What follows belongs to an exercise in optimizing a design on an open flow for small area; a production flow would make more cautious choices. Function was checked by simulation only, so behaviour that the tests miss may differ from the original. The clock port is modelled as an ideal driver, which makes a skipped or thinned clock tree look cheaper than it is; a real chip needs a root buffer or a tree. Power and IR drop assume default switching activity.

==> module cs42448_i2cm, before the edit <==
module cs42448_i2cm (
	input				sys_clk,
	input				sys_nrst,
	input				ld,
	input				rw,
	input	[4 : 0]		ptr,
	input	[7 : 0]		cfg_byte,
	output				ready,
	output				scl,
	input				sda_i,
	output				sda_o,
	output				sda_oe
);
	localparam	S_START		= 5'd0,
				S_ADDR		= 5'd1,
				S_NB		= 5'd2,
				S_RL		= 5'd5,
				S_STOP		= 5'd6,
				S_EP		= 5'd7,
				S_BIT0		= 5'd8,		 
				S_ER		= 5'd16,
				S_RACK		= 5'd17,
				S_WACK		= 5'd18,
				S_ACHK		= 5'd19;
	reg		[4 : 0]		stg;
	reg		[1 : 0]		byt;		 
	reg		[4 : 0]		scnt;
	reg					first;
	reg					rdf;
	reg					wrl;
	reg					rdl;
	reg					ackr;
	reg					sda_r;
	wire	busy = wrl | rdl;
	wire	act = ld | busy;
	wire	wrap5 = (scnt == (first ? 5'd29 : 5'd30));
	wire	[2 : 0]	bi = stg[2 : 0];
	wire	c0 = (scnt == 5'd0);
	wire	s_bits = stg[3];
	wire	s_start = (stg == S_START);
	wire	s_nb = (stg == S_NB);
	wire	s_stop = (stg == S_STOP);
	wire	s_ep = (stg == S_EP);
	wire	s_er = (stg == S_ER);
	wire	s_rack = (stg == S_RACK);
	wire	s_wack = (stg == S_WACK);
	wire	s_achk = (stg == S_ACHK);
	wire	nack_restart = s_start & c0 & busy & ackr;
	assign ready = s_start & c0 & (!busy | ackr);
	wire	iosel = (s_wack & !c0) | s_achk | s_nb |
					(s_bits & (byt == 2'd3)) | (s_rack & c0) |
					nack_restart | (s_stop & c0 & (byt != 2'd3));
	wire	scl_hi = (scnt > 5'd6) & (scnt < 5'd19);
	assign scl = s_start ? ((scnt < 5'd25) & !nack_restart) :
				 (s_bits | s_wack | s_rack) ? scl_hi :
				 s_stop ? (scnt > 5'd6) :
				 (s_ep | s_er);
	assign sda_o = sda_r;
	assign sda_oe = !iosel;
	reg		txbit;
	always@(*)begin
		if(byt == 2'd0)begin
			case(bi)
				3'd0: txbit = 1'b1;
				3'd1: txbit = 1'b0;
				3'd2: txbit = 1'b0;
				3'd3: txbit = 1'b1;
				3'd4: txbit = 1'b0;
				3'd5: txbit = 1'b1;
				3'd6: txbit = 1'b1;
				default: txbit = rdl & rdf;
			endcase
		end else if(byt[0])begin
			txbit = bi[2] | (bi == 3'd3) ? ptr[3'd7 - bi] : 1'b0;
		end else begin
			txbit = cfg_byte[3'd7 - bi];
		end
	end
	always@(posedge sys_clk)begin
		if(!sys_nrst)begin
			stg <= S_START;
			scnt <= 5'd0;
			first <= 1'b1;
			wrl <= 1'b0;
			rdl <= 1'b0;
			sda_r <= 1'b1;
		end else begin
			if(s_bits)begin
				sda_r <= txbit;
				if(wrap5)begin
					scnt <= 5'd0;
					if(bi == 3'd7)
						stg <= (byt == 2'd3) ? S_RACK : S_WACK;
					else
						stg <= stg + 5'd1;
				end else
					scnt <= scnt + 5'd1;
			end else begin
				case(stg)
					S_START: begin
						if(c0 && !busy)begin
							rdf <= 1'b0;
							wrl <= ld & !rw;
							rdl <= ld & rw;
						end
						if(c0)
							sda_r <= 1'b1;
						if(scnt == 5'd6)
							sda_r <= 1'b0;
						if(wrap5)begin
							scnt <= 5'd0;
							stg <= S_ADDR;
						end else if(act)
							scnt <= scnt + 5'd1;
					end
					S_ADDR: begin
						if(scnt == 5'd6)begin
							scnt <= 5'd0;
							stg <= S_BIT0;
						end else
							scnt <= scnt + 5'd1;
						byt <= 2'd0;
					end
					S_NB: begin
						stg <= S_BIT0;
						byt <= (byt == 2'd0) ? {rdf, 1'b1} : 2'd2;
					end
					S_RL: begin
						stg <= S_STOP;
					end
					S_STOP: begin
						if(c0)
							sda_r <= 1'b0;
						if(scnt == 5'd24)
							sda_r <= 1'b1;
						if(wrap5)begin
							scnt <= 5'd0;
							first <= 1'b0;
							stg <= S_EP;
						end else
							scnt <= scnt + 5'd1;
					end
					S_EP: begin
						if(scnt == 5'd6)begin
							scnt <= 5'd0;
							if(rdl & !rdf)begin
								stg <= S_START;
								rdf <= 1'b1;
							end else
								stg <= S_ER;
						end else
							scnt <= scnt + 5'd1;
					end
					S_ER: begin
						rdf <= 1'b0;
						stg <= S_START;
						wrl <= 1'b0;
						rdl <= 1'b0;
					end
					S_RACK: begin
						sda_r <= 1'b1;
						if(wrap5)begin
							scnt <= 5'd0;
							stg <= S_RL;
						end else
							scnt <= scnt + 5'd1;
					end
					S_WACK: begin
						if(scnt == 5'd12)
							ackr <= sda_i;
						if(wrap5)begin
							scnt <= 5'd0;
							stg <= S_ACHK;
						end else
							scnt <= scnt + 5'd1;
					end
					S_ACHK: begin
						if(ackr)
							stg <= S_START;
						else if(byt[1] | (byt[0] & rdl))
							stg <= S_STOP;
						else
							stg <= S_NB;
					end
					default: ;
				endcase
			end
		end
	end
endmodule
export LEC_CHECK = 0
export CAP_MARGIN = 20
export CORE_MARGIN = 2
export CORE_UTILIZATION = 60
export SLEW_MARGIN = 20
create_clock -name core_clock -period 10.0 [get_ports {sys_clk}]
standard.sh (not shown) runs the stock make flow with config.mk's settings and CLKGATE_MAP_FILE= SYNTH_SCRIPT=/design/flow/synth_recipe.tcl, a recipe that flattens the netlist after the stock synthesis.
==> flow/flow/run.sh <==
#!/bin/bash
# Own layout flow: the standard ORFS flow (standard.sh) with
#  - an area-oriented ABC mapping script in synthesis (registers unchanged),
#  - single-drive port buffers,
#  - a one-level clock tree built in the CTS step's PRE hook (optional).
set -euo pipefail
here=$(pwd)
flowdir=$here/flow

# ORFS scripts with the ABC area script replaced
rm -rf "$here/orfs_scripts"
cp -r "$FLOW_HOME/scripts" "$here/orfs_scripts"
cat > "$here/orfs_scripts/abc_area.script" <<'ABC'
strash
dc2
dch -f
amap
topo
dnsize
strash
dc2
dch -f
amap
topo
dnsize
ABC
export SCRIPTS_DIR=$here/orfs_scripts
export ABC_AREA=1
export BUFFER_PORTS_ARGS="-buffer_cell sky130_fd_sc_hd__buf_1"

MODE=manual
if [[ $MODE == manual ]]; then
  export MTREE_TCL=$flowdir/mtree.tcl
  export MTREE_K=${MTREE_K:-5}
  export MTREE_BUF=${MTREE_BUF:-sky130_fd_sc_hd__clkbuf_16}
  export MTREE_ROOT=${MTREE_ROOT:-sky130_fd_sc_hd__clkbuf_4}
  export PRE_CTS_TCL=$flowdir/pre_cts.tcl
else
  export CTS_ARGS="-sink_clustering_enable -repair_clock_nets -buf_list sky130_fd_sc_hd__clkbuf_8 -dont_use_dummy_load"
fi

bash standard.sh > standard.log 2>&1
Other scripts of this flow, unchanged in this note and not shown: flow/flow/mtree.tcl, flow/flow/pre_cts.tcl
The first run went through all stages and came out clean.
Edit:
--- a/flow/design.v
+++ b/flow/design.v
@@ -240,13 +240,12 @@
 	reg		[1 : 0]		byt;		 
 	reg		[4 : 0]		scnt;
 	reg					first;
 	reg					rdf;
-	reg					wrl;
-	reg					rdl;
+	reg					busy;		 
+	reg					rdl;		 
 	reg					ackr;
 	reg					sda_r;
-	wire	busy = wrl | rdl;
 	wire	act = ld | busy;
 	wire	wrap5 = (scnt == (first ? 5'd29 : 5'd30));
 	wire	[2 : 0]	bi = stg[2 : 0];
 	wire	c0 = (scnt == 5'd0);
@@ -281,9 +280,9 @@
 				3'd3: txbit = 1'b1;
 				3'd4: txbit = 1'b0;
 				3'd5: txbit = 1'b1;
 				3'd6: txbit = 1'b1;
-				default: txbit = rdl & rdf;
+				default: txbit = rdf;
 			endcase
 		end else if(byt[0])begin
 			txbit = bi[2] | (bi == 3'd3) ? ptr[3'd7 - bi] : 1'b0;
 		end else begin
@@ -294,10 +293,9 @@
 		if(!sys_nrst)begin
 			stg <= S_START;
 			scnt <= 5'd0;
 			first <= 1'b1;
-			wrl <= 1'b0;
-			rdl <= 1'b0;
+			busy <= 1'b0;
 			sda_r <= 1'b1;
 		end else begin
 			if(s_bits)begin
 				sda_r <= txbit;
@@ -311,12 +309,12 @@
 					scnt <= scnt + 5'd1;
 			end else begin
 				case(stg)
 					S_START: begin
-						if(c0 && !busy)begin
+						if(!busy)begin
 							rdf <= 1'b0;
-							wrl <= ld & !rw;
-							rdl <= ld & rw;
+							busy <= ld;
+							rdl <= rw;
 						end
 						if(c0)
 							sda_r <= 1'b1;
 						if(scnt == 5'd6)
@@ -367,10 +365,9 @@
 					end
 					S_ER: begin
 						rdf <= 1'b0;
 						stg <= S_START;
-						wrl <= 1'b0;
-						rdl <= 1'b0;
+						busy <= 1'b0;
 					end
 					S_RACK: begin
 						sda_r <= 1'b1;
 						if(wrap5)begin
Synthesized area barely changes.
Total power went down by roughly a tenth.
Hold slack degrades by 0.0085 ns.
Sequential share of layout area went up by 0.35 points.
Combinational power went down by well over a third.
Wire length went down by a few percent.
Setup slack degrades by 0.14 ns.
First-iteration DRC count went up by about a fifth.
Cell count went down slightly.
Clock power stays flat.
Die area barely changes.
Via count went down slightly.
Synthesized cell count went down slightly.
In every run of this note, the design's own scripts or RTL, not TritonCTS, make the clock network.

---

== exp/ember ==
cs42448, a different RTL version from the one above (not shown whole).
Size in the first run: ~140 flip-flops, roughly 19 I/O pins, about 4600 um^2 of cells after synthesis.
==> module cs42448_i2cm, before the edit <==
module cs42448_i2cm (
	input				sys_clk,
	input				sys_nrst,
	input				ld,
	input				rw,
	input	[4 : 0]		ptr,
	input	[7 : 0]		cfg_byte,
	output				ready,
	output				scl,
	input				sda_i,
	output				sda_o,
	output				sda_oe
);
	localparam	S_START		= 5'd18,
				S_ADDR		= 5'd2,
				S_NB		= 5'd6,
				S_RL		= 5'd23,
				S_STOP		= 5'd0,
				S_EP		= 5'd1,
				S_ER		= 5'd16,
				S_RACK		= 5'd20,
				S_WACK		= 5'd5,
				S_ACHK		= 5'd4,
				S_BIT0		= 5'd8;		 
	reg		[4 : 0]		stg;
	reg		[1 : 0]		byt;		 
	reg		[4 : 0]		scnt;
	reg					first;
	reg					rdf;
	reg					busy;		 
	reg					rdl;		 
	reg					ackr;
	reg					sda_r;
	wire	act = ld | busy;
	wire	wrap5 = (scnt == (first ? 5'd29 : 5'd30));
	wire	[2 : 0]	bi = stg[2 : 0];
	wire	c0 = (scnt == 5'd0);
	wire	s_bits = stg[3];
	wire	s_start = (stg == S_START);
	wire	s_nb = (stg == S_NB);
	wire	s_stop = (stg == S_STOP);
	wire	s_ep = (stg == S_EP);
	wire	s_er = (stg == S_ER);
	wire	s_rack = (stg == S_RACK);
	wire	s_wack = (stg == S_WACK);
	wire	s_achk = (stg == S_ACHK);
	wire	nack_restart = s_start & c0 & busy & ackr;
	assign ready = s_start & c0 & (!busy | ackr);
	wire	iosel = (s_wack & !c0) | s_achk | s_nb |
					(s_bits & (byt == 2'd3)) | (s_rack & c0) |
					nack_restart | (s_stop & c0 & (byt != 2'd3));
	wire	scl_hi = (scnt > 5'd6) & (scnt < 5'd19);
	assign scl = s_start ? ((scnt < 5'd25) & !nack_restart) :
				 (s_bits | s_wack | s_rack) ? scl_hi :
				 s_stop ? (scnt > 5'd6) :
				 (s_ep | s_er);
	assign sda_o = sda_r;
	assign sda_oe = !iosel;
	reg		txbit;
	always@(*)begin
		if(byt == 2'd0)begin
			case(bi)
				3'd0: txbit = 1'b1;
				3'd1: txbit = 1'b0;
				3'd2: txbit = 1'b0;
				3'd3: txbit = 1'b1;
				3'd4: txbit = 1'b0;
				3'd5: txbit = 1'b1;
				3'd6: txbit = 1'b1;
				default: txbit = rdf;
			endcase
		end else if(byt[0])begin
			txbit = bi[2] | (bi == 3'd3) ? ptr[3'd7 - bi] : 1'b0;
		end else begin
			txbit = cfg_byte[3'd7 - bi];
		end
	end
	always@(posedge sys_clk)begin
		if(!sys_nrst)begin
			stg <= S_START;
			scnt <= 5'd0;
			first <= 1'b1;
			busy <= 1'b0;
			sda_r <= 1'b1;
		end else begin
			if(s_bits)begin
				sda_r <= txbit;
				if(wrap5)begin
					scnt <= 5'd0;
					if(bi == 3'd7)
						stg <= (byt == 2'd3) ? S_RACK : S_WACK;
					else
						stg <= stg + 5'd1;
				end else
					scnt <= scnt + 5'd1;
			end else begin
				case(stg)
					S_START: begin
						if(!busy)begin
							rdf <= 1'b0;
							busy <= ld;
							rdl <= rw;
						end
						if(c0)
							sda_r <= 1'b1;
						if(scnt == 5'd6)
							sda_r <= 1'b0;
						if(wrap5)begin
							scnt <= 5'd0;
							stg <= S_ADDR;
						end else if(act)
							scnt <= scnt + 5'd1;
					end
					S_ADDR: begin
						if(scnt == 5'd6)begin
							scnt <= 5'd0;
							stg <= S_BIT0;
						end else
							scnt <= scnt + 5'd1;
						byt <= 2'd0;
					end
					S_NB: begin
						stg <= S_BIT0;
						byt <= (byt == 2'd0) ? {rdf, 1'b1} : 2'd2;
					end
					S_RL: begin
						stg <= S_STOP;
					end
					S_STOP: begin
						if(c0)
							sda_r <= 1'b0;
						if(scnt == 5'd24)
							sda_r <= 1'b1;
						if(wrap5)begin
							scnt <= 5'd0;
							first <= 1'b0;
							stg <= S_EP;
						end else
							scnt <= scnt + 5'd1;
					end
					S_EP: begin
						if(scnt == 5'd6)begin
							scnt <= 5'd0;
							if(rdl & !rdf)begin
								stg <= S_START;
								rdf <= 1'b1;
							end else
								stg <= S_ER;
						end else
							scnt <= scnt + 5'd1;
					end
					S_ER: begin
						stg <= S_START;
						busy <= 1'b0;
					end
					S_RACK: begin
						sda_r <= 1'b1;
						if(wrap5)begin
							scnt <= 5'd0;
							stg <= S_RL;
						end else
							scnt <= scnt + 5'd1;
					end
					S_WACK: begin
						if(scnt == 5'd12)
							ackr <= sda_i;
						if(wrap5)begin
							scnt <= 5'd0;
							stg <= S_ACHK;
						end else
							scnt <= scnt + 5'd1;
					end
					S_ACHK: begin
						if(ackr)
							stg <= S_START;
						else if(byt[1] | (byt[0] & rdl))
							stg <= S_STOP;
						else
							stg <= S_NB;
					end
					default: ;
				endcase
			end
		end
	end
endmodule
clock: 10.0 ns
lec_check: 0
cap_margin: 20
core_margin: 2
core_utilization: 60
slew_margin: 20
==> flow/flow/run.sh <==
#!/bin/bash
# Own layout flow: the standard ORFS flow (standard.sh) with
#  - an area-oriented ABC mapping script in synthesis (registers unchanged),
#  - single-drive port buffers,
#  - a one-level clock tree built in the CTS step's PRE hook.
set -euo pipefail
here=$(pwd)
flowdir=$here/flow

# ORFS scripts with the ABC area script replaced
rm -rf "$here/orfs_scripts"
cp -r "$FLOW_HOME/scripts" "$here/orfs_scripts"
cat > "$here/orfs_scripts/abc_area.script" <<'ABC'
strash
dc2
dch -f
amap
topo
dnsize
strash
dc2
dch -f
amap
topo
dnsize
ABC
export SCRIPTS_DIR=$here/orfs_scripts
export ABC_AREA=1
export BUFFER_PORTS_ARGS="-buffer_cell sky130_fd_sc_hd__buf_1"

export MTREE_TCL=$flowdir/mtree.tcl
export MTREE_BUF=sky130_fd_sc_hd__clkbuf_16
export MTREE_ROOT=sky130_fd_sc_hd__clkbuf_4
export MTREE_MAX_SLEW=0.122
export PRE_CTS_TCL=$flowdir/pre_cts.tcl

bash standard.sh > standard.log 2>&1
Other scripts of this flow, unchanged in this note and not shown: flow/flow/mtree.tcl, flow/flow/pre_cts.tcl
Edits applied to the flow inputs when going from exp/ember to exp/zinc:
--- a/flow/design.v
+++ b/flow/design.v
@@ -223,17 +223,17 @@
 	output				sda_o,
 	output				sda_oe
 );
-	localparam	S_START		= 5'd18,
-				S_ADDR		= 5'd2,
-				S_NB		= 5'd6,
-				S_RL		= 5'd23,
-				S_STOP		= 5'd0,
-				S_EP		= 5'd1,
+	localparam	S_START		= 5'd0,
+				S_ADDR		= 5'd1,
+				S_NB		= 5'd2,
+				S_RL		= 5'd5,
+				S_STOP		= 5'd6,
+				S_EP		= 5'd7,
+				S_BIT0		= 5'd8,		 
 				S_ER		= 5'd16,
-				S_RACK		= 5'd20,
-				S_WACK		= 5'd5,
-				S_ACHK		= 5'd4,
-				S_BIT0		= 5'd8;		 
+				S_RACK		= 5'd17,
+				S_WACK		= 5'd18,
+				S_ACHK		= 5'd19;
 	reg		[4 : 0]		stg;
 	reg		[1 : 0]		byt;		 
 	reg		[4 : 0]		scnt;
## What came out
On exp/zinc: via count of the first global-routing pass is 167 lower than what exp/ember gave.
exp/ember has higher share of total power in combinational logic than exp/zinc.
On design area, exp/ember loses to exp/zinc.
exp/zinc — normalized max-slew margin 9.2 points lower, exp/ember as reference
[compare] base=exp/ember new=exp/zinc: count of filler cells inserted in the layout went up by 3.4%, peak supply drop has decreased, worst-case setup margin in the final layout now sits higher.
[exp/zinc] total power fell 0.21 mW relative to exp/ember
Via count came out lower on exp/zinc than on exp/ember.
On final period utilization, the higher figure sits with exp/ember, not exp/zinc.
No run of this note takes its clock network from TritonCTS; it comes from the design's own scripts or RTL.

==> afterwards: timing with drivers on the ports <==
The flow's constraints put no driver on any port. The routed layouts listed below were extracted and timed again, unchanged, in two steps. Step 1, drivers: a clkbuf_16 drives sys_clk and a buf_2 each remaining input, both assumed. Step 2 also shifts input and output timing later by t, the mid clock arrival at the registers, as if the neighbouring blocks saw the same clock. Slacks: no drivers / after step 1 / after step 2; pairs: no drivers / after step 1.
| run | shift t [ns] | slack for setup (ns) | hold WS [ns] | clock arrival spread, ns |
|---|---|---|---|---|
| the first run of note 1 | 0.458 | 5.474 / 5.446 / 5.904 | 0.330 / 0.330 / 0.330 | 0.012 / 0.013 |
| the second run of note 1 | 0.464 | 5.334 / 5.309 / 5.772 | 0.322 / 0.322 / 0.322 | 0.013 / 0.013 |
| exp/ember | 0.473 | 5.261 / 5.237 / 5.710 | 0.335 / 0.335 / 0.335 | 0.012 / 0.012 |
| exp/zinc | 0.249 | 5.686 / 5.611 / 5.860 | 0.338 / 0.338 / 0.338 | 0.012 / 0.011 |
After both steps setup and hold are still met in every run listed.
